Context: an optimization exercise on an open-source flow, tuned for small area and a short achievable clock period. The choices shown serve that exercise and are no tape-out recipe. The RTL was checked by simulation tests, not by an equivalence proof against the original design. Power is estimated from default activity; no workload was simulated.

===== flow/run.sh =====
#!/bin/bash
# The standard layout (the standard.sh, unchanged synthesis and steps), with the
# port buffers that the flow inserts on every input and output made from buf_2 cells.
# make's output goes to layout.log; each tool's own log is under orfs/logs/.
set -euo pipefail
bash standard.sh 'BUFFER_PORTS_ARGS=-buffer_cell sky130_fd_sc_hd__buf_2' finish > layout.log 2>&1

===== standard.sh =====
#!/bin/bash
# synth_recipe.tcl (not shown) runs the flow's synth.tcl, then flattens the netlist and writes it again
# the make line also repeats each setting of config.mk as NAME=value (left out here)
make -C /OpenROAD-flow-scripts/flow DESIGN_CONFIG=/design/flow/config.mk WORK_HOME=/design/flow/orfs CLKGATE_MAP_FILE= SYNTH_SCRIPT=/design/flow/synth_recipe.tcl "${@:-finish}"

===== config.mk =====
export PLATFORM = sky130hd
export DESIGN_NAME = FIR_filter
export DESIGN_NICKNAME = FIR_filter
export VERILOG_FILES = /design/flow/design.v
export SDC_FILE = /design/flow/constraint.sdc
export NUM_CORES = 4
export LEC_CHECK = 0
export CAP_MARGIN = 20
export CORE_MARGIN = 2
export CORE_UTILIZATION = 60
export CTS_BUF_LIST = sky130_fd_sc_hd__clkbuf_8
export CTS_CLUSTER_DIAMETER = 100
export CTS_CLUSTER_SIZE = 40
export PLACE_DENSITY = 0.7
export SLEW_MARGIN = 20
export SYNTH_HIERARCHICAL = 1
export SYNTH_MINIMUM_KEEP_SIZE = 0

===== constraint.sdc =====
create_clock -name core_clock -period 12.0 [get_ports {clk}]
set_input_delay 2.4000 -clock core_clock [delete_from_list [all_inputs] [get_ports {clk}]]
set_output_delay 2.4000 -clock core_clock [all_outputs]
set_load 0.01 [all_outputs]

===== design.v =====
`timescale 1ns / 1ps
module FIR_filter #(
    parameter  N1   = 8,
    parameter  N2 = 16 ,
    parameter integer N3  = 32
)(
    input  wire                      clk,
    input  wire                      rst,
    input  wire                      enable,
    input  wire signed [N2-1:0]    input_data,
    output  signed [N3-1:0]   sampleT,
   output   signed [N3-1:0] output_data
);
  reg [15:0] s0;
  reg [16:0] u0, u1, u2, u3, u4, u5;
  reg [5:0] ylo;
  reg yc;
  reg [18:0] yhp, yhg;
  wire vs1, vc2;
  fir_fa u_vs1 (.a(u1[0]), .b(u3[0]), .c(~s0[0]), .s(vs1), .co(vc2));
  wire vs3, vc4;
  fir_fa u_vs3 (.a(u1[1]), .b(u3[1]), .c(~s0[1]), .s(vs3), .co(vc4));
  wire vs5, vc6;
  fir_fa u_vs5 (.a(~u5[1]), .b(vc2), .c(vs3), .s(vs5), .co(vc6));
  wire vs7, vc8;
  fir_fa u_vs7 (.a(u1[2]), .b(u3[2]), .c(~s0[2]), .s(vs7), .co(vc8));
  wire vs9, vc10;
  fir_fa u_vs9 (.a(~u5[2]), .b(vc4), .c(vs7), .s(vs9), .co(vc10));
  wire vs11, vc12;
  fir_fa u_vs11 (.a(u1[3]), .b(u3[3]), .c(~s0[3]), .s(vs11), .co(vc12));
  wire vs13, vc14;
  fir_fa u_vs13 (.a(~u5[3]), .b(vc8), .c(vs11), .s(vs13), .co(vc14));
  wire vs15, vc16;
  fir_fa u_vs15 (.a(u1[4]), .b(u3[4]), .c(~s0[4]), .s(vs15), .co(vc16));
  wire vs17, vc18;
  fir_fa u_vs17 (.a(~u5[4]), .b(vc12), .c(vs15), .s(vs17), .co(vc18));
  wire vs19, vc20;
  fir_fa u_vs19 (.a(u1[5]), .b(u3[5]), .c(~s0[5]), .s(vs19), .co(vc20));
  wire vs21, vc22;
  fir_fa u_vs21 (.a(~u5[5]), .b(vc16), .c(vs19), .s(vs21), .co(vc22));
  wire vs23, vc24;
  fir_fa u_vs23 (.a(u1[6]), .b(u3[6]), .c(~s0[6]), .s(vs23), .co(vc24));
  wire vs25, vc26;
  fir_fa u_vs25 (.a(~u5[6]), .b(vc20), .c(vs23), .s(vs25), .co(vc26));
  wire vs27, vc28;
  fir_fa u_vs27 (.a(u1[7]), .b(u3[7]), .c(~s0[7]), .s(vs27), .co(vc28));
  wire vs29, vc30;
  fir_fa u_vs29 (.a(~u5[7]), .b(vc24), .c(vs27), .s(vs29), .co(vc30));
  wire vs31, vc32;
  fir_fa u_vs31 (.a(u1[8]), .b(u3[8]), .c(~s0[8]), .s(vs31), .co(vc32));
  wire vs33, vc34;
  fir_fa u_vs33 (.a(~u5[8]), .b(vc28), .c(vs31), .s(vs33), .co(vc34));
  wire vs35, vc36;
  fir_fa u_vs35 (.a(u1[9]), .b(u3[9]), .c(~s0[9]), .s(vs35), .co(vc36));
  wire vs37, vc38;
  fir_fa u_vs37 (.a(~u5[9]), .b(vc32), .c(vs35), .s(vs37), .co(vc38));
  wire vs39, vc40;
  fir_fa u_vs39 (.a(u1[10]), .b(u3[10]), .c(~s0[10]), .s(vs39), .co(vc40));
  wire vs41, vc42;
  fir_fa u_vs41 (.a(~u5[10]), .b(vc36), .c(vs39), .s(vs41), .co(vc42));
  wire vs43, vc44;
  fir_fa u_vs43 (.a(u1[11]), .b(u3[11]), .c(~s0[11]), .s(vs43), .co(vc44));
  wire vs45, vc46;
  fir_fa u_vs45 (.a(~u5[11]), .b(vc40), .c(vs43), .s(vs45), .co(vc46));
  wire vs47, vc48;
  fir_fa u_vs47 (.a(u1[12]), .b(u3[12]), .c(~s0[12]), .s(vs47), .co(vc48));
  wire vs49, vc50;
  fir_fa u_vs49 (.a(~u5[12]), .b(vc44), .c(vs47), .s(vs49), .co(vc50));
  wire vs51, vc52;
  fir_fa u_vs51 (.a(u1[13]), .b(u3[13]), .c(~s0[13]), .s(vs51), .co(vc52));
  wire vs53, vc54;
  fir_fa u_vs53 (.a(~u5[13]), .b(vc48), .c(vs51), .s(vs53), .co(vc54));
  wire vs55, vc56;
  fir_fa u_vs55 (.a(u1[14]), .b(u3[14]), .c(~s0[14]), .s(vs55), .co(vc56));
  wire vs57, vc58;
  fir_fa u_vs57 (.a(~u5[14]), .b(vc52), .c(vs55), .s(vs57), .co(vc58));
  wire vs59, vc60;
  fir_fa u_vs59 (.a(u1[15]), .b(u3[15]), .c(s0[15]), .s(vs59), .co(vc60));
  wire vs61, vc62;
  fir_fa u_vs61 (.a(~u5[15]), .b(vc56), .c(vs59), .s(vs61), .co(vc62));
  wire vs63, vc64;
  fir_fa u_vs63 (.a(~u1[16]), .b(~u3[16]), .c(u5[16]), .s(vs63), .co(vc64));
  wire vs65, vc66;
  fir_ha u_vs65 (.a(vc60), .b(vs63), .s(vs65), .co(vc66));
  wire qs67 = ~(~u5[0] ^ vs1);
  wire qc68 = ~u5[0] | vs1;
  wire qs69 = ~(qc68 ^ vs5);
  wire qc70 = qc68 | vs5;
  wire qs71 = ~(~u5[0] ^ vs1);
  wire qc72 = ~u5[0] | vs1;
  wire qs73, qc74;
  fir_fa u_qs73 (.a(vc6), .b(vs9), .c(qs71), .s(qs73), .co(qc74));
  wire qs75, qc76;
  fir_fa u_qs75 (.a(qc70), .b(qs73), .c(~input_data[0]), .s(qs75), .co(qc76));
  wire qs77 = ~(vc10 ^ qc72);
  wire qc78 = vc10 | qc72;
  wire qs79, qc80;
  fir_fa u_qs79 (.a(vs5), .b(vs13), .c(qc74), .s(qs79), .co(qc80));
  wire qs81, qc82;
  fir_fa u_qs81 (.a(qs77), .b(qs79), .c(~input_data[1]), .s(qs81), .co(qc82));
  wire qs83, qc84;
  fir_fa u_qs83 (.a(~input_data[3]), .b(qc76), .c(qs81), .s(qs83), .co(qc84));
  wire qs85, qc86;
  fir_fa u_qs85 (.a(u0[0]), .b(u1[0]), .c(u3[0]), .s(qs85), .co(qc86));
  wire qs87, qc88;
  fir_fa u_qs87 (.a(u4[0]), .b(qs85), .c(vc6), .s(qs87), .co(qc88));
  wire qs89, qc90;
  fir_fa u_qs89 (.a(vc14), .b(vs9), .c(vs17), .s(qs89), .co(qc90));
  wire qs91, qc92;
  fir_fa u_qs91 (.a(qc78), .b(qs87), .c(qs89), .s(qs91), .co(qc92));
  wire qs93, qc94;
  fir_fa u_qs93 (.a(qc80), .b(~input_data[2]), .c(~input_data[4]), .s(qs93), .co(qc94));
  wire qs95, qc96;
  fir_fa u_qs95 (.a(qs91), .b(qc82), .c(qs93), .s(qs95), .co(qc96));
  wire qs97, qc98;
  fir_fa u_qs97 (.a(u0[1]), .b(u1[1]), .c(u3[1]), .s(qs97), .co(qc98));
  wire qs99, qc100;
  fir_fa u_qs99 (.a(u4[1]), .b(qc86), .c(qs97), .s(qs99), .co(qc100));
  wire qs101, qc102;
  fir_fa u_qs101 (.a(vc10), .b(vc18), .c(vs13), .s(qs101), .co(qc102));
  wire qs103, qc104;
  fir_fa u_qs103 (.a(vs21), .b(qs99), .c(qc88), .s(qs103), .co(qc104));
  wire qs105, qc106;
  fir_fa u_qs105 (.a(qc90), .b(qs101), .c(qs103), .s(qs105), .co(qc106));
  wire qs107, qc108;
  fir_fa u_qs107 (.a(qc92), .b(~input_data[3]), .c(~input_data[5]), .s(qs107), .co(qc108));
  wire qs109, qc110;
  fir_fa u_qs109 (.a(qs105), .b(qc94), .c(qs107), .s(qs109), .co(qc110));
  wire qs111, qc112;
  fir_fa u_qs111 (.a(u0[2]), .b(u1[2]), .c(u3[2]), .s(qs111), .co(qc112));
  wire qs113, qc114;
  fir_fa u_qs113 (.a(u4[2]), .b(u2[0]), .c(qc98), .s(qs113), .co(qc114));
  wire qs115, qc116;
  fir_fa u_qs115 (.a(qs111), .b(vc14), .c(vc22), .s(qs115), .co(qc116));
  wire qs117, qc118;
  fir_fa u_qs117 (.a(qc100), .b(qs113), .c(vs17), .s(qs117), .co(qc118));
  wire qs119, qc120;
  fir_fa u_qs119 (.a(vs25), .b(qc102), .c(qs115), .s(qs119), .co(qc120));
  wire qs121, qc122;
  fir_fa u_qs121 (.a(qs117), .b(qc104), .c(qs119), .s(qs121), .co(qc122));
  wire qs123, qc124;
  fir_fa u_qs123 (.a(~input_data[4]), .b(~input_data[6]), .c(qc106), .s(qs123), .co(qc124));
  wire qs125, qc126;
  fir_fa u_qs125 (.a(qc108), .b(qs121), .c(qs123), .s(qs125), .co(qc126));
  wire qs127, qc128;
  fir_fa u_qs127 (.a(u0[3]), .b(u1[3]), .c(u3[3]), .s(qs127), .co(qc128));
  wire qs129, qc130;
  fir_fa u_qs129 (.a(u4[3]), .b(u2[1]), .c(qc112), .s(qs129), .co(qc130));
  wire qs131, qc132;
  fir_fa u_qs131 (.a(qs127), .b(qc114), .c(vc18), .s(qs131), .co(qc132));
  wire qs133, qc134;
  fir_fa u_qs133 (.a(vc26), .b(qs129), .c(vs21), .s(qs133), .co(qc134));
  wire qs135, qc136;
  fir_fa u_qs135 (.a(vs29), .b(qc116), .c(qc118), .s(qs135), .co(qc136));
  wire qs137, qc138;
  fir_fa u_qs137 (.a(qs131), .b(qs133), .c(qc120), .s(qs137), .co(qc138));
  wire qs139, qc140;
  fir_fa u_qs139 (.a(qs135), .b(~input_data[5]), .c(~input_data[7]), .s(qs139), .co(qc140));
  wire qs141, qc142;
  fir_fa u_qs141 (.a(qc122), .b(qs137), .c(qs139), .s(qs141), .co(qc142));
  wire qs143, qc144;
  fir_fa u_qs143 (.a(qc124), .b(qs141), .c(qc126), .s(qs143), .co(qc144));
  wire qs145, qc146;
  fir_fa u_qs145 (.a(u0[4]), .b(u1[4]), .c(u3[4]), .s(qs145), .co(qc146));
  wire qs147, qc148;
  fir_fa u_qs147 (.a(u4[4]), .b(u2[2]), .c(qc128), .s(qs147), .co(qc148));
  wire qs149, qc150;
  fir_fa u_qs149 (.a(qs145), .b(qc130), .c(vc22), .s(qs149), .co(qc150));
  wire qs151, qc152;
  fir_fa u_qs151 (.a(vc30), .b(qs147), .c(vs25), .s(qs151), .co(qc152));
  wire qs153, qc154;
  fir_fa u_qs153 (.a(vs33), .b(qc132), .c(qc134), .s(qs153), .co(qc154));
  wire qs155, qc156;
  fir_fa u_qs155 (.a(qs149), .b(qs151), .c(qc136), .s(qs155), .co(qc156));
  wire qs157, qc158;
  fir_fa u_qs157 (.a(qs153), .b(~input_data[6]), .c(~input_data[8]), .s(qs157), .co(qc158));
  wire qs159, qc160;
  fir_fa u_qs159 (.a(qc138), .b(qs155), .c(qc140), .s(qs159), .co(qc160));
  wire qs161, qc162;
  fir_fa u_qs161 (.a(qs157), .b(qc142), .c(qs159), .s(qs161), .co(qc162));
  wire qs163, qc164;
  fir_fa u_qs163 (.a(u0[5]), .b(u1[5]), .c(u3[5]), .s(qs163), .co(qc164));
  wire qs165, qc166;
  fir_fa u_qs165 (.a(u4[5]), .b(u2[3]), .c(qc146), .s(qs165), .co(qc166));
  wire qs167, qc168;
  fir_fa u_qs167 (.a(qs163), .b(qc148), .c(vc26), .s(qs167), .co(qc168));
  wire qs169, qc170;
  fir_fa u_qs169 (.a(vc34), .b(qs165), .c(vs29), .s(qs169), .co(qc170));
  wire qs171, qc172;
  fir_fa u_qs171 (.a(vs37), .b(qc150), .c(qc152), .s(qs171), .co(qc172));
  wire qs173, qc174;
  fir_fa u_qs173 (.a(qs167), .b(qs169), .c(qc154), .s(qs173), .co(qc174));
  wire qs175, qc176;
  fir_fa u_qs175 (.a(qs171), .b(~input_data[7]), .c(~input_data[9]), .s(qs175), .co(qc176));
  wire qs177, qc178;
  fir_fa u_qs177 (.a(qc156), .b(qs173), .c(qc158), .s(qs177), .co(qc178));
  wire qs179, qc180;
  fir_fa u_qs179 (.a(qs175), .b(qc160), .c(qs177), .s(qs179), .co(qc180));
  wire qs181, qc182;
  fir_fa u_qs181 (.a(u0[6]), .b(u1[6]), .c(u3[6]), .s(qs181), .co(qc182));
  wire qs183, qc184;
  fir_fa u_qs183 (.a(u4[6]), .b(u2[4]), .c(qc164), .s(qs183), .co(qc184));
  wire qs185, qc186;
  fir_fa u_qs185 (.a(qs181), .b(qc166), .c(vc30), .s(qs185), .co(qc186));
  wire qs187, qc188;
  fir_fa u_qs187 (.a(vc38), .b(qs183), .c(vs33), .s(qs187), .co(qc188));
  wire qs189, qc190;
  fir_fa u_qs189 (.a(vs41), .b(qc168), .c(qc170), .s(qs189), .co(qc190));
  wire qs191, qc192;
  fir_fa u_qs191 (.a(qs185), .b(qs187), .c(qc172), .s(qs191), .co(qc192));
  wire qs193, qc194;
  fir_fa u_qs193 (.a(qs189), .b(~input_data[8]), .c(~input_data[10]), .s(qs193), .co(qc194));
  wire qs195, qc196;
  fir_fa u_qs195 (.a(qc174), .b(qs191), .c(qc176), .s(qs195), .co(qc196));
  wire qs197, qc198;
  fir_fa u_qs197 (.a(qs193), .b(qc178), .c(qs195), .s(qs197), .co(qc198));
  wire qs199, qc200;
  fir_fa u_qs199 (.a(u0[7]), .b(u1[7]), .c(u3[7]), .s(qs199), .co(qc200));
  wire qs201, qc202;
  fir_fa u_qs201 (.a(u4[7]), .b(u2[5]), .c(qc182), .s(qs201), .co(qc202));
  wire qs203, qc204;
  fir_fa u_qs203 (.a(qs199), .b(qc184), .c(vc34), .s(qs203), .co(qc204));
  wire qs205, qc206;
  fir_fa u_qs205 (.a(vc42), .b(qs201), .c(vs37), .s(qs205), .co(qc206));
  wire qs207, qc208;
  fir_fa u_qs207 (.a(vs45), .b(qc186), .c(qc188), .s(qs207), .co(qc208));
  wire qs209, qc210;
  fir_fa u_qs209 (.a(qs203), .b(qs205), .c(qc190), .s(qs209), .co(qc210));
  wire qs211, qc212;
  fir_fa u_qs211 (.a(qs207), .b(~input_data[9]), .c(~input_data[11]), .s(qs211), .co(qc212));
  wire qs213, qc214;
  fir_fa u_qs213 (.a(qc192), .b(qs209), .c(qc194), .s(qs213), .co(qc214));
  wire qs215, qc216;
  fir_fa u_qs215 (.a(qs211), .b(qc196), .c(qs213), .s(qs215), .co(qc216));
  wire qs217, qc218;
  fir_fa u_qs217 (.a(u0[8]), .b(u1[8]), .c(u3[8]), .s(qs217), .co(qc218));
  wire qs219, qc220;
  fir_fa u_qs219 (.a(u4[8]), .b(u2[6]), .c(qc200), .s(qs219), .co(qc220));
  wire qs221, qc222;
  fir_fa u_qs221 (.a(qs217), .b(qc202), .c(vc38), .s(qs221), .co(qc222));
  wire qs223, qc224;
  fir_fa u_qs223 (.a(vc46), .b(qs219), .c(vs41), .s(qs223), .co(qc224));
  wire qs225, qc226;
  fir_fa u_qs225 (.a(vs49), .b(qc204), .c(qc206), .s(qs225), .co(qc226));
  wire qs227, qc228;
  fir_fa u_qs227 (.a(qs221), .b(qs223), .c(qc208), .s(qs227), .co(qc228));
  wire qs229, qc230;
  fir_fa u_qs229 (.a(qs225), .b(~input_data[10]), .c(~input_data[12]), .s(qs229), .co(qc230));
  wire qs231, qc232;
  fir_fa u_qs231 (.a(qc210), .b(qs227), .c(qc212), .s(qs231), .co(qc232));
  wire qs233, qc234;
  fir_fa u_qs233 (.a(qs229), .b(qc214), .c(qs231), .s(qs233), .co(qc234));
  wire qs235, qc236;
  fir_fa u_qs235 (.a(u0[9]), .b(u1[9]), .c(u3[9]), .s(qs235), .co(qc236));
  wire qs237, qc238;
  fir_fa u_qs237 (.a(u4[9]), .b(u2[7]), .c(qc218), .s(qs237), .co(qc238));
  wire qs239, qc240;
  fir_fa u_qs239 (.a(qs235), .b(qc220), .c(vc42), .s(qs239), .co(qc240));
  wire qs241, qc242;
  fir_fa u_qs241 (.a(vc50), .b(qs237), .c(vs45), .s(qs241), .co(qc242));
  wire qs243, qc244;
  fir_fa u_qs243 (.a(vs53), .b(qc222), .c(qc224), .s(qs243), .co(qc244));
  wire qs245, qc246;
  fir_fa u_qs245 (.a(qs239), .b(qs241), .c(qc226), .s(qs245), .co(qc246));
  wire qs247, qc248;
  fir_fa u_qs247 (.a(qs243), .b(~input_data[11]), .c(~input_data[13]), .s(qs247), .co(qc248));
  wire qs249, qc250;
  fir_fa u_qs249 (.a(qc228), .b(qs245), .c(qc230), .s(qs249), .co(qc250));
  wire qs251, qc252;
  fir_fa u_qs251 (.a(qs247), .b(qc232), .c(qs249), .s(qs251), .co(qc252));
  wire qs253, qc254;
  fir_fa u_qs253 (.a(u0[10]), .b(u1[10]), .c(u3[10]), .s(qs253), .co(qc254));
  wire qs255, qc256;
  fir_fa u_qs255 (.a(u4[10]), .b(u2[8]), .c(qc236), .s(qs255), .co(qc256));
  wire qs257, qc258;
  fir_fa u_qs257 (.a(qs253), .b(qc238), .c(vc46), .s(qs257), .co(qc258));
  wire qs259, qc260;
  fir_fa u_qs259 (.a(vc54), .b(qs255), .c(vs49), .s(qs259), .co(qc260));
  wire qs261, qc262;
  fir_fa u_qs261 (.a(vs57), .b(qc240), .c(qc242), .s(qs261), .co(qc262));
  wire qs263, qc264;
  fir_fa u_qs263 (.a(qs257), .b(qs259), .c(qc244), .s(qs263), .co(qc264));
  wire qs265, qc266;
  fir_fa u_qs265 (.a(qs261), .b(~input_data[12]), .c(~input_data[14]), .s(qs265), .co(qc266));
  wire qs267, qc268;
  fir_fa u_qs267 (.a(qc246), .b(qs263), .c(qc248), .s(qs267), .co(qc268));
  wire qs269, qc270;
  fir_fa u_qs269 (.a(qs265), .b(qc250), .c(qs267), .s(qs269), .co(qc270));
  wire qs271, qc272;
  fir_fa u_qs271 (.a(u0[11]), .b(u1[11]), .c(u3[11]), .s(qs271), .co(qc272));
  wire qs273, qc274;
  fir_fa u_qs273 (.a(u4[11]), .b(u2[9]), .c(qc254), .s(qs273), .co(qc274));
  wire qs275, qc276;
  fir_fa u_qs275 (.a(qs271), .b(qc256), .c(vc50), .s(qs275), .co(qc276));
  wire qs277, qc278;
  fir_fa u_qs277 (.a(vc58), .b(qs273), .c(vs53), .s(qs277), .co(qc278));
  wire qs279, qc280;
  fir_fa u_qs279 (.a(vs61), .b(qc258), .c(qc260), .s(qs279), .co(qc280));
  wire qs281, qc282;
  fir_fa u_qs281 (.a(qs275), .b(qs277), .c(qc262), .s(qs281), .co(qc282));
  wire qs283, qc284;
  fir_fa u_qs283 (.a(qs279), .b(~input_data[13]), .c(input_data[15]), .s(qs283), .co(qc284));
  wire qs285, qc286;
  fir_fa u_qs285 (.a(qc264), .b(qs281), .c(qc266), .s(qs285), .co(qc286));
  wire qs287, qc288;
  fir_fa u_qs287 (.a(qs283), .b(qc268), .c(qs285), .s(qs287), .co(qc288));
  wire qs289, qc290;
  fir_fa u_qs289 (.a(u0[12]), .b(u1[12]), .c(u3[12]), .s(qs289), .co(qc290));
  wire qs291, qc292;
  fir_fa u_qs291 (.a(u4[12]), .b(u2[10]), .c(qc272), .s(qs291), .co(qc292));
  wire qs293, qc294;
  fir_fa u_qs293 (.a(qs289), .b(vs65), .c(qc274), .s(qs293), .co(qc294));
  wire qs295, qc296;
  fir_fa u_qs295 (.a(vc54), .b(vc62), .c(qs291), .s(qs295), .co(qc296));
  wire qs297, qc298;
  fir_fa u_qs297 (.a(vs57), .b(qc276), .c(qs293), .s(qs297), .co(qc298));
  wire qs299, qc300;
  fir_fa u_qs299 (.a(qc278), .b(qs295), .c(qs297), .s(qs299), .co(qc300));
  wire qs301, qc302;
  fir_fa u_qs301 (.a(qc280), .b(~input_data[14]), .c(qc282), .s(qs301), .co(qc302));
  wire qs303, qc304;
  fir_fa u_qs303 (.a(qs299), .b(qc284), .c(qs301), .s(qs303), .co(qc304));
  wire qs305, qc306;
  fir_fa u_qs305 (.a(qc286), .b(qs303), .c(qc288), .s(qs305), .co(qc306));
  wire qs307, qc308;
  fir_fa u_qs307 (.a(u0[13]), .b(u1[13]), .c(u3[13]), .s(qs307), .co(qc308));
  wire qs309, qc310;
  fir_fa u_qs309 (.a(u4[13]), .b(u2[11]), .c(vc64), .s(qs309), .co(qc310));
  wire qs311, qc312;
  fir_fa u_qs311 (.a(qc290), .b(qs307), .c(vc66), .s(qs311), .co(qc312));
  wire qs313, qc314;
  fir_fa u_qs313 (.a(qc292), .b(vc58), .c(qs309), .s(qs313), .co(qc314));
  wire qs315, qc316;
  fir_fa u_qs315 (.a(vs61), .b(qs311), .c(qc294), .s(qs315), .co(qc316));
  wire qs317, qc318;
  fir_fa u_qs317 (.a(qc296), .b(qs313), .c(qc298), .s(qs317), .co(qc318));
  wire qs319, qc320;
  fir_fa u_qs319 (.a(qs315), .b(input_data[15]), .c(qc300), .s(qs319), .co(qc320));
  wire qs321, qc322;
  fir_fa u_qs321 (.a(qs317), .b(qc302), .c(qs319), .s(qs321), .co(qc322));
  wire qs323, qc324;
  fir_ha u_qs323 (.a(qc304), .b(qs321), .s(qs323), .co(qc324));
  wire qs325, qc326;
  fir_fa u_qs325 (.a(u0[14]), .b(u1[14]), .c(u3[14]), .s(qs325), .co(qc326));
  wire qs327 = ~(u4[14] ^ u2[12]);
  wire qc328 = u4[14] | u2[12];
  wire qs329, qc330;
  fir_fa u_qs329 (.a(qc308), .b(qs325), .c(qs327), .s(qs329), .co(qc330));
  wire qs331, qc332;
  fir_fa u_qs331 (.a(vs65), .b(qc310), .c(vc62), .s(qs331), .co(qc332));
  wire qs333, qc334;
  fir_fa u_qs333 (.a(qs329), .b(qc312), .c(qc314), .s(qs333), .co(qc334));
  wire qs335, qc336;
  fir_fa u_qs335 (.a(qs331), .b(qc316), .c(qs333), .s(qs335), .co(qc336));
  wire qs337, qc338;
  fir_fa u_qs337 (.a(qc318), .b(qs335), .c(qc320), .s(qs337), .co(qc338));
  wire qs339, qc340;
  fir_fa u_qs339 (.a(qc322), .b(qs337), .c(qc324), .s(qs339), .co(qc340));
  wire qs341, qc342;
  fir_fa u_qs341 (.a(u0[15]), .b(u1[15]), .c(u3[15]), .s(qs341), .co(qc342));
  wire qs343 = ~(u4[15] ^ u2[13]);
  wire qc344 = u4[15] | u2[13];
  wire qs345, qc346;
  fir_fa u_qs345 (.a(vc64), .b(qc326), .c(qc328), .s(qs345), .co(qc346));
  wire qs347, qc348;
  fir_fa u_qs347 (.a(qs341), .b(qs343), .c(vc66), .s(qs347), .co(qc348));
  wire qs349, qc350;
  fir_fa u_qs349 (.a(qc330), .b(qs345), .c(qs347), .s(qs349), .co(qc350));
  wire qs351, qc352;
  fir_fa u_qs351 (.a(qc332), .b(qs349), .c(qc334), .s(qs351), .co(qc352));
  wire qs353, qc354;
  fir_fa u_qs353 (.a(qc336), .b(qs351), .c(qc338), .s(qs353), .co(qc354));
  wire qs355, qc356;
  fir_fa u_qs355 (.a(~u0[16]), .b(~u1[16]), .c(~u3[16]), .s(qs355), .co(qc356));
  wire qs357, qc358;
  fir_fa u_qs357 (.a(~u4[16]), .b(u2[14]), .c(qc342), .s(qs357), .co(qc358));
  wire qs359, qc360;
  fir_fa u_qs359 (.a(qc344), .b(qs355), .c(qc346), .s(qs359), .co(qc360));
  wire qs361, qc362;
  fir_fa u_qs361 (.a(qs357), .b(qc348), .c(qs359), .s(qs361), .co(qc362));
  wire qs363, qc364;
  fir_fa u_qs363 (.a(qc350), .b(qs361), .c(qc352), .s(qs363), .co(qc364));
  wire qs365 = ~(u2[15] ^ qc356);
  wire qc366 = u2[15] | qc356;
  wire qs367, qc368;
  fir_fa u_qs367 (.a(qc358), .b(qs365), .c(qc360), .s(qs367), .co(qc368));
  wire qs369, qc370;
  fir_ha u_qs369 (.a(qc362), .b(qs367), .s(qs369), .co(qc370));
  wire qs371 = ~(~u2[16] ^ qc366);
  wire qc372 = ~u2[16] | qc366;
  wire qs373, qc374;
  fir_fa u_qs373 (.a(qs371), .b(qc368), .c(qc370), .s(qs373), .co(qc374));
  wire [6:0] qa = {1'b0, qc96, qc84, qs83, ~input_data[2], qs69, qs67};
  wire [6:0] qb = {1'b0, qs109, qs95, 1'b0, qs75, ~input_data[1], ~input_data[0]};
  wire [6:0] ylo_next_p = qa ^ qb;
  wire [6:0] ylo_next_g = qa & qb;
  wire [5:0] ylo_next_c;
  fir_pfx_ylo_next u_pfx_ylo_next (.p(ylo_next_p[5:0]), .g(ylo_next_g[5:0]), .c(ylo_next_c));
  wire [6:0] ylo_next = ylo_next_p ^ {ylo_next_c, 1'b0};
  wire [18:0] yha_next = {1'b1, qc372, qs373, qs369, qs363, qs353, qs339, qs323, qs305, qc270, qc252, qc234, qc216, qc198, qc180, qc162, qs161, qs143, qc110};
  wire [18:0] yhb_next = {1'b0, qc374, 1'b0, qc364, qc354, qc340, 1'b0, qc306, 1'b0, qs287, qs269, qs251, qs233, qs215, qs197, qs179, qc144, 1'b0, qs125};
  wire [18:0] yhp_next = yha_next ^ yhb_next;
  wire [18:0] yhg_next = yha_next & yhb_next;
  wire [16:0] ui_a = {input_data[15], input_data};
  wire [16:0] ui_b = {s0[15], s0};
  wire [16:0] u_in_p = ui_a ^ ui_b;
  wire [16:0] u_in_g = ui_a & ui_b;
  wire [15:0] u_in_c;
  fir_pfx_u_in u_pfx_u_in (.p(u_in_p[15:0]), .g(u_in_g[15:0]), .c(u_in_c));
  wire [16:0] u_in = u_in_p ^ {u_in_c, 1'b0};
  wire [19:0] yo_p = {yhp, 1'b0};
  wire [19:0] yo_g = {yhg, yc};
  wire [18:0] yo_c;
  fir_pfx_yo u_pfx_yo (.p(yo_p[18:0]), .g(yo_g[18:0]), .c(yo_c));
  wire [19:0] yo = yo_p ^ {yo_c, 1'b0};
  wire yo_sgn0;
  fir_xor u_yo_sgn0 (.a(yo_p[19]), .b(yo_c[18]), .y(yo_sgn0));
  wire yo_sgn1;
  fir_xor u_yo_sgn1 (.a(yo_p[19]), .b(yo_c[18]), .y(yo_sgn1));
  wire yo_sgn2;
  fir_xor u_yo_sgn2 (.a(yo_p[19]), .b(yo_c[18]), .y(yo_sgn2));
  wire yo_sgn3;
  fir_xor u_yo_sgn3 (.a(yo_p[19]), .b(yo_c[18]), .y(yo_sgn3));
  wire [24:0] y = {yo[19:1], ylo};
  wire [7:0] ysign = {{2{yo_sgn3}}, {2{yo_sgn2}}, {2{yo_sgn1}}, {2{yo_sgn0}}};
  always @(posedge clk) begin
    if (rst) begin
      s0 <= 16'd0;
      u0 <= 17'd0; u1 <= 17'd0; u2 <= 17'd0; u3 <= 17'd0; u4 <= 17'd0; u5 <= 17'd0;
      ylo <= 6'd0; yc <= 1'b0; yhp <= 19'd0; yhg <= 19'd0;
    end else if (enable) begin
      ylo <= ylo_next[5:0]; yc <= ylo_next[6]; yhp <= yhp_next; yhg <= yhg_next;
      s0 <= input_data;
      u0 <= u_in; u1 <= u0; u2 <= u1; u3 <= u2; u4 <= u3; u5 <= u4;
    end
  end
  assign output_data = {ysign, y[23:0]};
  assign sampleT = {{16{s0[15]}}, s0};
endmodule
module fir_fa (input wire a, input wire b, input wire c, output wire s, output wire co);
  assign s = a ^ b ^ c;
  assign co = (a & b) | (a & c) | (b & c);
endmodule
module fir_ha (input wire a, input wire b, output wire s, output wire co);
  assign s = a ^ b;
  assign co = a & b;
endmodule
module fir_xor (input wire a, input wire b, output wire y);
  assign y = a ^ b;
endmodule
module fir_pfx_ylo_next (input wire [5:0] p, input wire [5:0] g, output wire [5:0] c);
  wire G1 = g[1] | (p[1] & g[0]);
  wire P2 = p[1] & p[0];
  wire G3 = g[3] | (p[3] & g[2]);
  wire P4 = p[3] & p[2];
  wire G5 = g[5] | (p[5] & g[4]);
  wire P6 = p[5] & p[4];
  wire G7 = g[2] | (p[2] & G1);
  wire P8 = p[2] & P2;
  wire G9 = G3 | (P4 & G1);
  wire P10 = P4 & P2;
  wire G11 = g[4] | (p[4] & G9);
  wire P12 = p[4] & P10;
  wire G13 = G5 | (P6 & G9);
  wire P14 = P6 & P10;
  assign c = {G13, G11, G9, G7, G1, g[0]};
endmodule
module fir_pfx_yo (input wire [18:0] p, input wire [18:0] g, output wire [18:0] c);
  wire G1 = g[1] | (p[1] & g[0]);
  wire P2 = p[1] & p[0];
  wire G3 = g[2] | (p[2] & g[1]);
  wire P4 = p[2] & p[1];
  wire G5 = g[3] | (p[3] & g[2]);
  wire P6 = p[3] & p[2];
  wire G7 = g[4] | (p[4] & g[3]);
  wire P8 = p[4] & p[3];
  wire G9 = g[5] | (p[5] & g[4]);
  wire P10 = p[5] & p[4];
  wire G11 = g[6] | (p[6] & g[5]);
  wire P12 = p[6] & p[5];
  wire G13 = g[7] | (p[7] & g[6]);
  wire P14 = p[7] & p[6];
  wire G15 = g[8] | (p[8] & g[7]);
  wire P16 = p[8] & p[7];
  wire G17 = g[9] | (p[9] & g[8]);
  wire P18 = p[9] & p[8];
  wire G19 = g[10] | (p[10] & g[9]);
  wire P20 = p[10] & p[9];
  wire G21 = g[11] | (p[11] & g[10]);
  wire P22 = p[11] & p[10];
  wire G23 = g[12] | (p[12] & g[11]);
  wire P24 = p[12] & p[11];
  wire G25 = g[13] | (p[13] & g[12]);
  wire P26 = p[13] & p[12];
  wire G27 = g[14] | (p[14] & g[13]);
  wire P28 = p[14] & p[13];
  wire G29 = g[15] | (p[15] & g[14]);
  wire P30 = p[15] & p[14];
  wire G31 = g[16] | (p[16] & g[15]);
  wire P32 = p[16] & p[15];
  wire G33 = g[17] | (p[17] & g[16]);
  wire P34 = p[17] & p[16];
  wire G35 = g[18] | (p[18] & g[17]);
  wire P36 = p[18] & p[17];
  wire G37 = G3 | (P4 & g[0]);
  wire P38 = P4 & p[0];
  wire G39 = G5 | (P6 & G1);
  wire P40 = P6 & P2;
  wire G41 = G7 | (P8 & G3);
  wire P42 = P8 & P4;
  wire G43 = G9 | (P10 & G5);
  wire P44 = P10 & P6;
  wire G45 = G11 | (P12 & G7);
  wire P46 = P12 & P8;
  wire G47 = G13 | (P14 & G9);
  wire P48 = P14 & P10;
  wire G49 = G15 | (P16 & G11);
  wire P50 = P16 & P12;
  wire G51 = G17 | (P18 & G13);
  wire P52 = P18 & P14;
  wire G53 = G19 | (P20 & G15);
  wire P54 = P20 & P16;
  wire G55 = G21 | (P22 & G17);
  wire P56 = P22 & P18;
  wire G57 = G23 | (P24 & G19);
  wire P58 = P24 & P20;
  wire G59 = G25 | (P26 & G21);
  wire P60 = P26 & P22;
  wire G61 = G27 | (P28 & G23);
  wire P62 = P28 & P24;
  wire G63 = G29 | (P30 & G25);
  wire P64 = P30 & P26;
  wire G65 = G31 | (P32 & G27);
  wire P66 = P32 & P28;
  wire G67 = G33 | (P34 & G29);
  wire P68 = P34 & P30;
  wire G69 = G35 | (P36 & G31);
  wire P70 = P36 & P32;
  wire G71 = G41 | (P42 & g[0]);
  wire P72 = P42 & p[0];
  wire G73 = G43 | (P44 & G1);
  wire P74 = P44 & P2;
  wire G75 = G45 | (P46 & G37);
  wire P76 = P46 & P38;
  wire G77 = G47 | (P48 & G39);
  wire P78 = P48 & P40;
  wire G79 = G49 | (P50 & G41);
  wire P80 = P50 & P42;
  wire G81 = G51 | (P52 & G43);
  wire P82 = P52 & P44;
  wire G83 = G53 | (P54 & G45);
  wire P84 = P54 & P46;
  wire G85 = G55 | (P56 & G47);
  wire P86 = P56 & P48;
  wire G87 = G57 | (P58 & G49);
  wire P88 = P58 & P50;
  wire G89 = G59 | (P60 & G51);
  wire P90 = P60 & P52;
  wire G91 = G61 | (P62 & G53);
  wire P92 = P62 & P54;
  wire G93 = G63 | (P64 & G55);
  wire P94 = P64 & P56;
  wire G95 = G65 | (P66 & G57);
  wire P96 = P66 & P58;
  wire G97 = G67 | (P68 & G59);
  wire P98 = P68 & P60;
  wire G99 = G69 | (P70 & G61);
  wire P100 = P70 & P62;
  wire G101 = G79 | (P80 & g[0]);
  wire P102 = P80 & p[0];
  wire G103 = G81 | (P82 & G1);
  wire P104 = P82 & P2;
  wire G105 = G83 | (P84 & G37);
  wire P106 = P84 & P38;
  wire G107 = G85 | (P86 & G39);
  wire P108 = P86 & P40;
  wire G109 = G87 | (P88 & G71);
  wire P110 = P88 & P72;
  wire G111 = G89 | (P90 & G73);
  wire P112 = P90 & P74;
  wire G113 = G91 | (P92 & G75);
  wire P114 = P92 & P76;
  wire G115 = G93 | (P94 & G77);
  wire P116 = P94 & P78;
  wire G117 = G95 | (P96 & G79);
  wire P118 = P96 & P80;
  wire G119 = G97 | (P98 & G81);
  wire P120 = P98 & P82;
  wire G121 = G99 | (P100 & G83);
  wire P122 = P100 & P84;
  wire G123 = G117 | (P118 & g[0]);
  wire P124 = P118 & p[0];
  wire G125 = G119 | (P120 & G1);
  wire P126 = P120 & P2;
  wire G127 = G121 | (P122 & G37);
  wire P128 = P122 & P38;
  assign c = {G127, G125, G123, G115, G113, G111, G109, G107, G105, G103, G101, G77, G75, G73, G71, G39, G37, G1, g[0]};
endmodule
module fir_pfx_u_in (input wire [15:0] p, input wire [15:0] g, output wire [15:0] c);
  wire G1 = g[1] | (p[1] & g[0]);
  wire P2 = p[1] & p[0];
  wire G3 = g[3] | (p[3] & g[2]);
  wire P4 = p[3] & p[2];
  wire G5 = g[5] | (p[5] & g[4]);
  wire P6 = p[5] & p[4];
  wire G7 = g[7] | (p[7] & g[6]);
  wire P8 = p[7] & p[6];
  wire G9 = g[9] | (p[9] & g[8]);
  wire P10 = p[9] & p[8];
  wire G11 = g[11] | (p[11] & g[10]);
  wire P12 = p[11] & p[10];
  wire G13 = g[13] | (p[13] & g[12]);
  wire P14 = p[13] & p[12];
  wire G15 = g[15] | (p[15] & g[14]);
  wire P16 = p[15] & p[14];
  wire G17 = g[2] | (p[2] & G1);
  wire P18 = p[2] & P2;
  wire G19 = G3 | (P4 & G1);
  wire P20 = P4 & P2;
  wire G21 = g[6] | (p[6] & G5);
  wire P22 = p[6] & P6;
  wire G23 = G7 | (P8 & G5);
  wire P24 = P8 & P6;
  wire G25 = g[10] | (p[10] & G9);
  wire P26 = p[10] & P10;
  wire G27 = G11 | (P12 & G9);
  wire P28 = P12 & P10;
  wire G29 = g[14] | (p[14] & G13);
  wire P30 = p[14] & P14;
  wire G31 = G15 | (P16 & G13);
  wire P32 = P16 & P14;
  wire G33 = g[4] | (p[4] & G19);
  wire P34 = p[4] & P20;
  wire G35 = G5 | (P6 & G19);
  wire P36 = P6 & P20;
  wire G37 = G21 | (P22 & G19);
  wire P38 = P22 & P20;
  wire G39 = G23 | (P24 & G19);
  wire P40 = P24 & P20;
  wire G41 = g[12] | (p[12] & G27);
  wire P42 = p[12] & P28;
  wire G43 = G13 | (P14 & G27);
  wire P44 = P14 & P28;
  wire G45 = G29 | (P30 & G27);
  wire P46 = P30 & P28;
  wire G47 = G31 | (P32 & G27);
  wire P48 = P32 & P28;
  wire G49 = g[8] | (p[8] & G39);
  wire P50 = p[8] & P40;
  wire G51 = G9 | (P10 & G39);
  wire P52 = P10 & P40;
  wire G53 = G25 | (P26 & G39);
  wire P54 = P26 & P40;
  wire G55 = G27 | (P28 & G39);
  wire P56 = P28 & P40;
  wire G57 = G41 | (P42 & G39);
  wire P58 = P42 & P40;
  wire G59 = G43 | (P44 & G39);
  wire P60 = P44 & P40;
  wire G61 = G45 | (P46 & G39);
  wire P62 = P46 & P40;
  wire G63 = G47 | (P48 & G39);
  wire P64 = P48 & P40;
  assign c = {G63, G61, G59, G57, G55, G53, G51, G49, G39, G37, G35, G33, G19, G17, G1, g[0]};
endmodule

==> results of run 1 <==
==> sequential cells by signal (all words and copies together), names as in the netlist, 14 cells and up <==
signal / count
s0: 16
u0: 17
u1: 17
u2: 17
u3: 17
u4: 17
u5: 17
yhg: 14
yhp: 19
==> cell usage after synthesis, types with 2 or more instances <==
cell type and n:
sky130_fd_sc_hd__a211oi_1 21, sky130_fd_sc_hd__a21o_1 23, sky130_fd_sc_hd__a21oi_1 11, sky130_fd_sc_hd__a21oi_2 4
sky130_fd_sc_hd__and3_1 2, sky130_fd_sc_hd__and4_1 3, sky130_fd_sc_hd__buf_2 10, sky130_fd_sc_hd__buf_4 71
sky130_fd_sc_hd__buf_8 10, sky130_fd_sc_hd__clkbuf_1 10, sky130_fd_sc_hd__dfxtp_1 158, sky130_fd_sc_hd__fa_1 176
sky130_fd_sc_hd__ha_1 45, sky130_fd_sc_hd__inv_1 74, sky130_fd_sc_hd__inv_2 2, sky130_fd_sc_hd__mux2i_1 136
sky130_fd_sc_hd__nand2_1 11, sky130_fd_sc_hd__nand2b_1 3, sky130_fd_sc_hd__nand3_1 2, sky130_fd_sc_hd__nand4_1 2
sky130_fd_sc_hd__nor2_1 169, sky130_fd_sc_hd__nor2b_1 2, sky130_fd_sc_hd__nor3_1 2, sky130_fd_sc_hd__o21ai_0 9
sky130_fd_sc_hd__xnor2_1 21, sky130_fd_sc_hd__xor2_1 22
==> layer usage <==
layer	global-route usage (%)	part of all wire (%)	vias to the layer above	wire (um)
met1	28.1	42	3406	8790
met5	0	0	-	0
met3	3.43	1.8	24	383
li1	-	-	3263	-
met2	39.9	54	67	11400
met4	7.71	2.4	0	511
==> through the flow <==
| step | util, % | instances | total power [mW] |
|---|---|---|---|
| 4_1_cts | 63.4 | 1279 | 2.29 |
| 6_report | 63.4 | 1279 | 2.24 |
| 3_5_place_dp | 61.3 | 1248 | 1.88 |
| 3_3_place_gp | 61.3 | 1248 | 1.85 |
| 2_1_floorplan | - | 1033 | 1.62 |
| 5_1_grt | 63.4 | 1279 | 2.47 |
==> worst max path at each step <==
stage	start	end	slack, ps	cells after the start
after global routing	yhp[2]	output_data[27]	6970	7
after floorplan	input_data[12]	yhp[11]	7390	8
after global placement	input_data[12]	yhp[11]	7120	9
after CTS	yhp[2]	output_data[28]	7130	7
after detailed placement	input_data[12]	yhp[11]	7090	9
final	yhp[2]	output_data[25]	7180	7
==> worst max-delay path: cells and delay by family, from the launching register on <==
kind	cells	cell delay [ps]
AOI/OAI and AO/OA	3	930
xor gates and xnor gates	1	210
buffers and inverters	1	160
DFF	1	430
and+or+nand+nor	2	230
==> per-module statistics from Yosys, one instance, submodules excluded <==
module / cells / cell area, um2 / times used / flops+latches
fir_pfx_ylo_next: 18 / 133 / 1 / 0
fir_fa: 1 / 20.0 / 176 / 0
fir_xor: 1 / 8.76 / 4 / 0
fir_pfx_yo: 78 / 522 / 1 / 0
fir_ha: 1 / 12.5 / 3 / 0
fir_pfx_u_in: 57 / 382 / 1 / 0
FIR_filter: 688 / 6890 / 1 / 158
==> cell families (layout without fill, tap and decap cells) <==
kind of cell / after synthesis / count (layout) / synth area share, %
XOR/XNOR: 43 / 43 / 3.27
other: 1 / 10 / 0.0325
flip-flops: 158 / 158 / 27.5
AND/OR/NAND/NOR: 199 / 199 / 6.95
adder cells (fa/ha/maj): 221 / 221 / 35.5
AO/OA/AOI/OAI: 87 / 87 / 5.72
buffers and inverters: 179 / 191 / 9.30
multiplexers: 136 / 136 / 11.8
==> cell type report <==
class | instances | area, um2 | area share, %
inverter | 76 | 285 | 2.40
timing repair buffer | 84 | 437 | 3.67
clock inverter | 12 | 138 | 1.16
sequential | 158 | 3160 | 26.6
tap | 234 | 293 | 2.46
multi-input combinational | 696 | 7320 | 61.5
clock buffer | 19 | 262 | 2.20
==> power breakdown <==
| group | switching (mW) | internal (mW) | total [mW] |
|---|---|---|---|
| clock | 0.212 | 0.196 | 0.408 |
| sequential | 0.0565 | 0.578 | 0.634 |
| combinational | 0.612 | 0.586 | 1.20 |
| total | 0.880 | 1.36 | 2.24 |
==> results_tabular.tex, run 1 <==
\begin{tabular}{lr}
\hline
Metric & Value \\
\hline
\multicolumn{2}{l}{\textbf{Run status}} \\
Run status & complete, no violations \\
\multicolumn{2}{l}{\textbf{CTS}} \\
CTS tree & yes \\
Cell at the root of the clock tree & sky130\_fd\_sc\_hd\_\_clkbuf\_8 \\
Total clock buffers created by CTS & 17 \\
H-Tree Level Count & 4 \\
Clock-pin slew reported for the worst setup and hold paths after clock tree synthesis & 90 ps \\
Number of cells upsized or downsized after cts & 0 \\
Bufs on Longest Clock Path & 2 \\
Number of post-CTS setup repair buffers & 0 \\
Skew-Pair Late Insertion Delay & 470 ps \\
Quantity of hold-fixing buffers added after cts & 0 \\
Sink Count & $\sim$160 \\
\multicolumn{2}{l}{\textbf{Pwr}} \\
Pwr Density & 188 nW/um2 \\
Static Leakage & 5.67 nW \\
IR Drop Worst-Case VDD & 108 uV \\
\multicolumn{2}{l}{\textbf{Floorplanning}} \\
Die height & 143 um \\
Number of cell rows & 50 \\
Die Outline Area & 20,300 um2 \\
Core Footprint & 18,800 um2 \\
Count of pins on the block boundary & 83 \\
Die width & 143 um \\
Starting density of the core & 61.4\% \\
\multicolumn{2}{l}{\textbf{Routing}} \\
Count of antenna-violating nets left after detailed routing & 0 \\
Average wire per standard cell & roughly 16 um \\
Via count & 6,760 \\
Drt first pass iters & 5 \\
Via-per-instance ratio & 5.29 \\
Routed wire length & between 20,000 and 25,000 um \\
DRT iter0 DRCs & 278 \\
Post-route DRC violation count & 0 \\
\multicolumn{2}{l}{\textbf{Place}} \\
Area after DPL & around 11,000 um2 \\
Final weighted congestion in routability-driven placement & approximately 0.85 \\
I/O Buffers & 82 \\
Final HPWL DP & 16,600 um \\
Placement-stage worst setup slack & between 7000 and 8000 ps \\
\multicolumn{2}{l}{\textbf{Setup path}} \\
CP max stage cell & sky130\_fd\_sc\_hd\_\_a21oi\_1 \\
Reg-to-reg critical path startpoint & s0[12] \\
Required time of the worst setup path & 9600 ps \\
Category of the worst setup path launch point & register \\
Length in cells of the worst reg-to-reg path & 13 \\
Element type at the critical path end & output pin \\
Crit-path max FO & 4 \\
Worst R2R Setup Slack & 7230 ps \\
Data arrival time of the worst path & 2420 ps \\
Cell breakdown of the critical path & nand2\_1 > o211ai\_2 > a41o\_1 > nand4\_1 > a21oi\_1 > xor2\_1 > buf\_2 \\
Critical setup path kind & reg -> out \\
Delay contributed by the slowest stage of the critical path & $\sim$440 ps \\
RR Endpoint & yhp[13] \\
\multicolumn{2}{l}{\textbf{Worst hold path}} \\
End point of the worst hold path & ylo[3] \\
Worst hold path stage count & 2 \\
Hold\_sp & ylo[3] \\
Worst Hold Class & reg -> reg \\
\multicolumn{2}{l}{\textbf{Cells and area}} \\
Number of nets in the final layout & approximately 1.3k \\
Diode insertion count for antenna repair & 0 \\
Filler cell count & $\sim$1.5k \\
Synthesis-to-layout area growth & 3.27\% \\
Fraction of layout cells with a size suffix above 1 & between 10\% and 20\% \\
Highest-count cells in the layout ignoring fill and taps & sky130\_fd\_sc\_hd\_\_fa\_1 (176), sky130\_fd\_sc\_hd\_\_nor2\_1 (169), sky130\_fd\_sc\_hd\_\_dfxtp\_1 (158) \\
Leading cell type in the layout, fill and taps excluded & sky130\_fd\_sc\_hd\_\_fa\_1 \\
Cell area after layout & around 12,000 um2 \\
\multicolumn{2}{l}{\textbf{STA}} \\
Headroom to the max-slew limit & between 20\% and 30\% \\
Number of endpoints with negative hold slack in the final report & 0 \\
Worst hold slack across all endpoints & 485 ps \\
Final Slew Violations & 0 \\
Time the final worst path needs with I/O delays and setup & 4820 ps \\
Setup-failing EPs final & 0 \\
Final WS setup & 7180 ps \\
Clock tree skew after final layout & 15.7 ps \\
Max Clk Rate & 207 MHz \\
Period utilisation layout & roughly 40\% \\
Unrepaired setup endpoints after global routing & false \\
Worst slew pin tran & 1110 ps \\
Final setup TNS & 0 ps \\
\multicolumn{2}{l}{\textbf{Global route}} \\
Pin count of the biggest net entering global routing & 115 \\
Antenna violations before repair & 0 \\
Tot GR Track Use & 22.5\% \\
Global-route wire length before repair & 35,300 um \\
Remaining global-route overflow & 0 \\
Number of global-route vias before repair & between 6k and 7k \\
\multicolumn{2}{l}{\textbf{Synth}} \\
Largest area contributor in the netlist & sky130\_fd\_sc\_hd\_\_fa\_1 \\
Per-instance average area after synthesis & between 10 and 15 um2 \\
Main area contributors after synthesis & sky130\_fd\_sc\_hd\_\_fa\_1 (31\%), sky130\_fd\_sc\_hd\_\_dfxtp\_1 (27\%), sky130\_fd\_sc\_hd\_\_mux2i\_1 (12\%) \\
Seq/Total Area, Yosys & 27.5\% \\
Number of warning messages in the yosys log & 7 \\
Flip-flop and latch count after synthesis & 158 \\
Area share of the leading cell type in the synthesized netlist & between 30\% and 40\% \\
Unique masters post-synth & 51 \\
Number of enable flip-flop cells after synthesis & 0 \\
Ys async rst share & 0\% \\
Ys flop type & sky130\_fd\_sc\_hd\_\_dfxtp\_1 \\
Summed instance area of the synthesized netlist & 11,500 um2 \\
Count of mapped cells out of synthesis & 1,024 \\
\multicolumn{2}{l}{\textbf{Run}} \\
Number of maximum-capacitance constraint violations & 0 \\
\hline
\end{tabular}
==> inputs of run 2 (changes only) <==
==> flow/run.sh (replaced) <==
#!/bin/bash
# The standard layout (the standard.sh, unchanged synthesis and steps), with the
# port buffers that the flow inserts on every input and output made from buf_2 cells,
# and repair_timing asked for more setup slack than the 12 ns clock needs.
# make's output goes to layout.log; each tool's own log is under orfs/logs/.
set -euo pipefail
bash standard.sh 'BUFFER_PORTS_ARGS=-buffer_cell sky130_fd_sc_hd__buf_2' SETUP_SLACK_MARGIN=8.0 TNS_END_PERCENT=5 finish > layout.log 2>&1
==> results_tabular.tex, run 2 <==
\begin{tabular}{lr}
\hline
Metric & Value \\
\hline
\multicolumn{2}{l}{\textbf{Worst hold path}} \\
Worst Hold Class & reg -> reg \\
\multicolumn{2}{l}{\textbf{Run status}} \\
Run status & complete, no violations \\
\multicolumn{2}{l}{\textbf{Cells and area}} \\
Post-route insts no fill & 1,286 (+0.55\%) \\
Number of flip-flops in the largest register & 19 (unchanged) \\
Post-layout utilization of the core & 65.0\% (+1.6 points) \\
Fraction of layout cells with a size suffix above 1 & 18.2\% (+5.7 points) \\
Most flop-heavy register & yhp \\
Synthesis-to-layout area growth & 5.92\% \\
Number of nets in the final layout & 1,281 (+0.63\%) \\
Highest-count cells in the layout ignoring fill and taps & sky130\_fd\_sc\_hd\_\_nor2\_1 (168), sky130\_fd\_sc\_hd\_\_fa\_1 (161), sky130\_fd\_sc\_hd\_\_mux2i\_1 (136) \\
Leading cell type in the layout, fill and taps excluded & sky130\_fd\_sc\_hd\_\_nor2\_1 \\
Diode insertion count for antenna repair & 0 (unchanged) \\
Filler cell count & 1,523 (-1.0\%) \\
\multicolumn{2}{l}{\textbf{CTS}} \\
Sink Count & 158 (unchanged) \\
Bufs on Longest Clock Path & 2 (unchanged) \\
Clock-pin slew reported for the worst setup and hold paths after clock tree synthesis & 90 ps (about the same) \\
Cell at the root of the clock tree & sky130\_fd\_sc\_hd\_\_clkbuf\_8 \\
H-Tree Level Count & 4 (unchanged) \\
Total clock buffers created by CTS & 17 (unchanged) \\
CTS tree & yes \\
Skew-Pair Late Insertion Delay & 460 ps (about the same) \\
\multicolumn{2}{l}{\textbf{STA}} \\
Period utilisation layout & 38.1\% (-2.1 points) \\
Worst slew pin tran & 1030 ps (-76.4 ps) \\
Final setup TNS & 0 ps (unchanged) \\
Clock tree skew after final layout & 15.5 ps (-0.124 ps) \\
Unrepaired setup endpoints after global routing & true \\
Worst hold slack across all endpoints & 487 ps (+1.97 ps) \\
Max Clk Rate & 219 MHz (+5.6\%) \\
Time the final worst path needs with I/O delays and setup & 4570 ps (-254 ps) \\
Number of endpoints with negative hold slack in the final report & 0 (unchanged) \\
Setup-failing EPs final & 0 (unchanged) \\
Headroom to the max-slew limit & 31.4\% (+5.1 points) \\
Final Slew Violations & 0 (unchanged) \\
\multicolumn{2}{l}{\textbf{Global route}} \\
Remaining global-route overflow & 0 (unchanged) \\
Tot GR Track Use & 22.5\% (+0.049 points) \\
Number of global-route vias before repair & 6,992 (+0.49\%) \\
Global-route wire length before repair & 35,400 um (+0.29\%) \\
Antenna violations before repair & 0 (unchanged) \\
Pin count of the biggest net entering global routing & 117 (+1.7\%) \\
\multicolumn{2}{l}{\textbf{Routing}} \\
Routed wire length & 21,200 um (+0.75\%) \\
Drt first pass iters & 5 (unchanged) \\
Via-per-instance ratio & 5.24 (-0.90\%) \\
Post-route DRC violation count & 0 (unchanged) \\
Count of antenna-violating nets left after detailed routing & 0 (unchanged) \\
Average wire per standard cell & 16.5 um (+0.20\%) \\
Via count & 6,736 (-0.36\%) \\
DRT iter0 DRCs & 283 (+1.8\%) \\
\multicolumn{2}{l}{\textbf{Setup path}} \\
Category of the worst setup path launch point & register \\
CP top delay family & compound AO/OA/AOI/OAI gates \\
Element type at the critical path end & output pin \\
Required time of the worst setup path & 9600 ps (about the same) \\
Worst R2R Setup Slack & 7470 ps (+240 ps) \\
Critical setup path kind & reg -> out \\
Critical path buffer and inverter count & 1 (unchanged) \\
Delay contributed by the slowest stage of the critical path & 370 ps (-70 ps) \\
Data arrival time of the worst path & 2170 ps (-250 ps) \\
Crit-path max FO & 4 (unchanged) \\
Cell breakdown of the critical path & a21oi\_4 > o211ai\_2 > a41o\_1 > a21o\_1 > a211o\_1 > xor2\_1 > buf\_2 \\
CP max stage cell & sky130\_fd\_sc\_hd\_\_dfxtp\_4 \\
\multicolumn{2}{l}{\textbf{Synth}} \\
Area share of the leading cell type in the synthesized netlist & 30.6\% (unchanged) \\
Summed instance area of the synthesized netlist & 11,500 um2 (unchanged) \\
Synth cell count leaders & sky130\_fd\_sc\_hd\_\_fa\_1 (176), sky130\_fd\_sc\_hd\_\_nor2\_1 (169), sky130\_fd\_sc\_hd\_\_dfxtp\_1 (158) \\
Flip-flop and latch count after synthesis & 158 (unchanged) \\
Seq/Total Area, Yosys & 27.5\% (unchanged) \\
Per-instance average area after synthesis & 11.3 um2 (unchanged) \\
Ys flop type & sky130\_fd\_sc\_hd\_\_dfxtp\_1 \\
Count of mapped cells out of synthesis & 1,024 (unchanged) \\
Main area contributors after synthesis & sky130\_fd\_sc\_hd\_\_fa\_1 (31\%), sky130\_fd\_sc\_hd\_\_dfxtp\_1 (27\%), sky130\_fd\_sc\_hd\_\_mux2i\_1 (12\%) \\
Largest area contributor in the netlist & sky130\_fd\_sc\_hd\_\_fa\_1 \\
Number of enable flip-flop cells after synthesis & 0 (unchanged) \\
Dominant cell by count in the synthesized netlist & sky130\_fd\_sc\_hd\_\_fa\_1 \\
Ys async rst share & 0\% (unchanged) \\
Unique masters post-synth & 51 (unchanged) \\
Number of warning messages in the yosys log & 7 (unchanged) \\
\multicolumn{2}{l}{\textbf{Floorplanning}} \\
Count of pins on the block boundary & 83 (unchanged) \\
Die Outline Area & 20,300 um2 (unchanged) \\
Starting density of the core & 61.4\% (unchanged) \\
Die height & 143 um (unchanged) \\
Core Footprint & 18,800 um2 (unchanged) \\
Number of cell rows & 50 (unchanged) \\
Die width & 143 um (unchanged) \\
\multicolumn{2}{l}{\textbf{Place}} \\
I/O Buffers & 82 (unchanged) \\
Final HPWL DP & 16,300 um (-1.7\%) \\
Final weighted congestion in routability-driven placement & 0.807 (-4.6\%) \\
Cell count after placement & 1,248 (unchanged) \\
\multicolumn{2}{l}{\textbf{Pwr}} \\
Pwr Density & 195 nW/um2 (+3.6\%) \\
IR Drop Worst-Case VDD & 136 uV (+26\%) \\
Static Leakage & 5.75 nW (+1.4\%) \\
\multicolumn{2}{l}{\textbf{Run}} \\
Number of maximum-capacitance constraint violations & 0 (unchanged) \\
\hline
\end{tabular}
-- run 2: cell counts after synthesis --
Identical to the previous run, type by type.
-- run 2: final timing paths --
kind,from,cells past startpoint,end
worst max-delay path,yc,7,output_data[20]
worst min-delay path,ylo[1],2,ylo[1]
worst max register to register,u1[16],13,yhp[13]
worst min register to register,ylo[1],2,ylo[1]
-- run 2: power by group --
group | total [mW] | internal, mW | switching [mW]
Clock | 0.448 | 0.248 | 0.200
Combinational | 1.29 | 0.646 | 0.646
Sequential | 0.641 | 0.582 | 0.0583
Total | 2.38 | 1.48 | 0.905
-- run 2: cell families after synthesis --
kind of cell / Yosys count / share of synthesized area (%)
flops: 158 / 27.5
xor+xnor: 43 / 3.27
other cells: 1 / 0.0325
mux: 136 / 11.8
fa+ha+maj: 221 / 35.5
buf+inv: 179 / 9.30
simple gates: 199 / 6.95
compound gates: 87 / 5.72
-- run 2: repair_timing --
action	CTS	global route
hold buffers	0	0
setup endpoints to repair	92	95
buffers inserted	8	0
gates resized for setup	46	5
pin swaps	24	2
-- run 2: through the flow --
step | power (mW) | worst slack (ps) | area [um2]
3_3_place_gp | 1.87 | 7210 | 11600
4_1_cts | 2.42 | 7400 | 12200
5_1_grt | 2.62 | 7280 | 12200
2_1_floorplan | 1.64 | 7510 | 11600
3_5_place_dp | 1.90 | 7180 | 11600
6_report | 2.38 | 7430 | 12200
-- run 2: worst reg2reg max path, cell delays in order (launching register included) --
cell                      delay, ps
sky130_fd_sc_hd__dfxtp_2        340
sky130_fd_sc_hd__inv_1           70
sky130_fd_sc_hd__fa_1           560
sky130_fd_sc_hd__ha_4           230
sky130_fd_sc_hd__fa_1           520
sky130_fd_sc_hd__fa_1           430
sky130_fd_sc_hd__fa_2           350
sky130_fd_sc_hd__fa_1           500
sky130_fd_sc_hd__fa_1           450
sky130_fd_sc_hd__ha_4           180
sky130_fd_sc_hd__fa_2           350
sky130_fd_sc_hd__ha_4           220
sky130_fd_sc_hd__mux2i_1        120
sky130_fd_sc_hd__nor2_1          50
-- run 2: layout make-up --
cell class	instances	area, um2	share of cell area [%]
Clock buffer	21	289	2.37
Timing Repair Buffer	92	497	4.07
Multi-Input combinational cell	696	7470	61.2
Tap cell	234	293	2.40
Inverter	76	298	2.44
Sequential cell	158	3200	26.2
Clock inverter	9	155	1.27
-- run 2: per-layer routing --
| metal | routed length [um] | global-route usage [%] | up-vias |
|---|---|---|---|
| li1 | - | - | 3284 |
| met1 | 8550 | 27.1 | 3327 |
| met2 | 11700 | 41.1 | 98 |
| met3 | 501 | 4.14 | 27 |
| met4 | 498 | 6.67 | 0 |
| met5 | 0 | 0 | - |
-- run 2: Yosys stat by module, one instance, submodules excluded --
module	times used	cell area, um2	cells
fir_pfx_u_in	1	382	57
fir_ha	3	12.5	1
FIR_filter	1	6890	688
fir_pfx_ylo_next	1	133	18
fir_fa	176	20.0	1
fir_xor	4	8.76	1
fir_pfx_yo	1	522	78
==> inputs of run 3 (changes only) <==
==> flow/run.sh (replaced) <==
#!/bin/bash
# The standard layout (the standard.sh, unchanged synthesis and steps), with the
# port buffers that the flow inserts on every input and output made from buf_2 cells,
# and repair_timing asked for more setup slack than the 12 ns clock needs.
# make's output goes to layout.log; each tool's own log is under orfs/logs/.
set -euo pipefail
bash standard.sh 'BUFFER_PORTS_ARGS=-buffer_cell sky130_fd_sc_hd__buf_2' SETUP_SLACK_MARGIN=7.6 TNS_END_PERCENT=5 finish > layout.log 2>&1
==> results_tabular.tex, run 3 <==
\begin{tabular}{lr}
\hline
Metric & Value \\
\hline
\multicolumn{2}{l}{\textbf{STA}} \\
Final setup TNS & 0 ps (unchanged) \\
Worst hold slack across all endpoints & 486 ps (-1.60 ps) \\
Unrepaired setup endpoints after global routing & true \\
Period utilisation layout & 38.4\% (+0.32 points) \\
Headroom to the max-slew limit & 30.2\% (-1.2 points) \\
Worst slew pin tran & 1050 ps (+17.6 ps) \\
\multicolumn{2}{l}{\textbf{Worst hold path}} \\
Hold\_sp & ylo[5] \\
Worst hold path stage count & 2 (unchanged) \\
\multicolumn{2}{l}{\textbf{Setup path}} \\
Reg-to-reg critical path startpoint & u3[16] \\
RR Endpoint & yhp[13] \\
Data arrival time of the worst path & 2210 ps (+40 ps) \\
Category of the worst setup path launch point & register \\
Critical setup path kind & reg -> out \\
Worst R2R Setup Slack & 7400 ps (-70 ps) \\
Length in cells of the worst reg-to-reg path & 13 (unchanged) \\
\multicolumn{2}{l}{\textbf{Cells and area}} \\
Diode insertion count for antenna repair & 0 (unchanged) \\
Highest-count cells in the layout ignoring fill and taps & sky130\_fd\_sc\_hd\_\_nor2\_1 (168), sky130\_fd\_sc\_hd\_\_fa\_1 (164), sky130\_fd\_sc\_hd\_\_dfxtp\_1 (138) \\
Storage element area & 3200 um2 (unchanged) \\
Number of nets in the final layout & 1,280 (-0.078\%) \\
Most flop-heavy register & yhp \\
Multi-input combinational cell area & 7480 um2 (+0.12\%) \\
\multicolumn{2}{l}{\textbf{Routing}} \\
Via-per-instance ratio & 5.26 (+0.35\%) \\
Count of antenna-violating nets left after detailed routing & 0 (unchanged) \\
Routed wire length & 21,000 um (-0.78\%) \\
Post-route DRC violation count & 0 (unchanged) \\
Average wire per standard cell & 16.4 um (-0.86\%) \\
DRT iter0 DRCs & 313 (+11\%) \\
\multicolumn{2}{l}{\textbf{CTS}} \\
Sink Count & 158 (unchanged) \\
Quantity of hold-fixing buffers added after cts & 0 (unchanged) \\
Clock-pin slew reported for the worst setup and hold paths after clock tree synthesis & 90 ps (about the same) \\
Skew-Pair Late Insertion Delay & 460 ps (about the same) \\
\multicolumn{2}{l}{\textbf{Synth}} \\
Summed instance area of the synthesized netlist & 11,500 um2 (unchanged) \\
Ys flop type & sky130\_fd\_sc\_hd\_\_dfxtp\_1 \\
Seq/Total Area, Yosys & 27.5\% (unchanged) \\
Dominant cell by count in the synthesized netlist & sky130\_fd\_sc\_hd\_\_fa\_1 \\
Largest area contributor in the netlist & sky130\_fd\_sc\_hd\_\_fa\_1 \\
Unique masters post-synth & 51 (unchanged) \\
\multicolumn{2}{l}{\textbf{Pwr}} \\
Static Leakage & 5.70 nW (-0.73\%) \\
Pwr Density & 187 nW/um2 (-4.1\%) \\
\multicolumn{2}{l}{\textbf{Global route}} \\
Global-route wire length before repair & 35,300 um (-0.20\%) \\
Remaining global-route overflow & 0 (unchanged) \\
Tot GR Track Use & 22.6\% (+0.055 points) \\
Number of global-route vias before repair & 6,948 (-0.63\%) \\
\multicolumn{2}{l}{\textbf{Floorplanning}} \\
Die width & 143 um (unchanged) \\
Starting density of the core & 61.4\% (unchanged) \\
Die Outline Area & 20,300 um2 (unchanged) \\
Count of pins on the block boundary & 83 (unchanged) \\
\multicolumn{2}{l}{\textbf{Place}} \\
Final weighted congestion in routability-driven placement & 0.808 (+0.14\%) \\
\multicolumn{2}{l}{\textbf{Run status}} \\
Run status & complete, no violations \\
\hline
\end{tabular}
==> run 3: cell counts after synthesis <==
Identical to the previous run, type by type.
==> run 3: cells by family (layout without fill, tap and decap cells) <==
| family | after synthesis | in the layout | share of synthesized area [%] |
|---|---|---|---|
| buffers and inverters | 179 | 199 | 9.30 |
| AO/OA/AOI/OAI | 87 | 87 | 5.72 |
| multiplexers | 136 | 136 | 11.8 |
| AND/OR/NAND/NOR | 199 | 199 | 6.95 |
| XOR/XNOR | 43 | 43 | 3.27 |
| flip-flops | 158 | 158 | 27.5 |
| adder cells (fa/ha/maj) | 221 | 221 | 35.5 |
| other | 1 | 10 | 0.0325 |
==> run 3: worst max path at each step <==
stage	start	end	slack (ps)	depth (start not counted)
3_5_place_dp	input_data[14]	yhp[11]	7200	9
3_3_place_gp	input_data[14]	yhp[11]	7200	9
4_1_cts	u1[16]	yhp[13]	7360	13
5_1_grt	yhp[13]	output_data[29]	7260	7
2_1_floorplan	input_data[14]	yhp[11]	7510	8
6_report	yhp[0]	output_data[20]	7390	7
==> run 3: cell type report <==
class | count | area share [%]
Clock buffer | 17 | 1.93
Timing Repair Buffer | 91 | 4.04
Inverter | 76 | 2.46
Multi-Input combinational cell | 696 | 61.8
Clock inverter | 15 | 0.910
Sequential cell | 158 | 26.4
Tap cell | 234 | 2.42
==> run 3: Yosys stat by module, one instance, submodules excluded <==
module	area (um2)	cells inside	copies in the design	flops+latches
FIR_filter	6890	688	1	158
fir_pfx_yo	522	78	1	0
fir_pfx_u_in	382	57	1	0
fir_pfx_ylo_next	133	18	1	0
fir_fa	20.0	1	176	0
fir_ha	12.5	1	3	0
fir_xor	8.76	1	4	0
==> run 3: power by group <==
group	switching (mW)	total [mW]	internal [mW]
registers	0.0581	0.640	0.582
clock network	0.199	0.358	0.159
logic	0.639	1.27	0.628
total	0.896	2.27	1.37
==> run 3: critical path, cell delays in order, from the launching register on <==
cell and delay [ps]:
sky130_fd_sc_hd__dfxtp_4 370, sky130_fd_sc_hd__a21oi_4 200, sky130_fd_sc_hd__o211ai_4 120, sky130_fd_sc_hd__a41o_1 280, sky130_fd_sc_hd__a21o_1 220, sky130_fd_sc_hd__a211o_1 270, sky130_fd_sc_hd__xor2_1 140, sky130_fd_sc_hd__buf_2 140
==> run 3: what timing repair did <==
| item | in CTS | in global routing |
|---|---|---|
| pin swaps | 17 | 14 |
| endpoints found under the setup margin | 29 | 44 |
| buffers inserted | 4 | 3 |
| resized for setup | 26 | 23 |
==> run 3: stage by stage <==
stage | power, mW | cell area (um2) | setup slack [ps] | std cells
3_3_place_gp | 1.87 | 11600 | 7200 | 1248
4_1_cts | 2.29 | 12000 | 7360 | 1284
6_report | 2.27 | 12100 | 7390 | 1287
5_1_grt | 2.50 | 12100 | 7260 | 1287
3_5_place_dp | 1.90 | 11600 | 7200 | 1248
2_1_floorplan | 1.64 | 11600 | 7510 | 1033
==> run 3: per-layer routing <==
| layer | vias to the layer above | GRT usage [%] | wire, um |
|---|---|---|---|
| li1 | 3286 | - | - |
| met1 | 3356 | 28.2 | 8490 |
| met2 | 100 | 40.3 | 11700 |
| met3 | 23 | 3.97 | 513 |
| met4 | 0 | 6.46 | 391 |
| met5 | - | 0 | 0 |

Check on run 3: ideal ports give 7.394 ns setup slack; a clkbuf_16 on the clock port and buf_2 on the inputs give 7.350 ns; moving port delays by the midpoint clock arrival (0.493 ns) as well gives 7.167 ns.
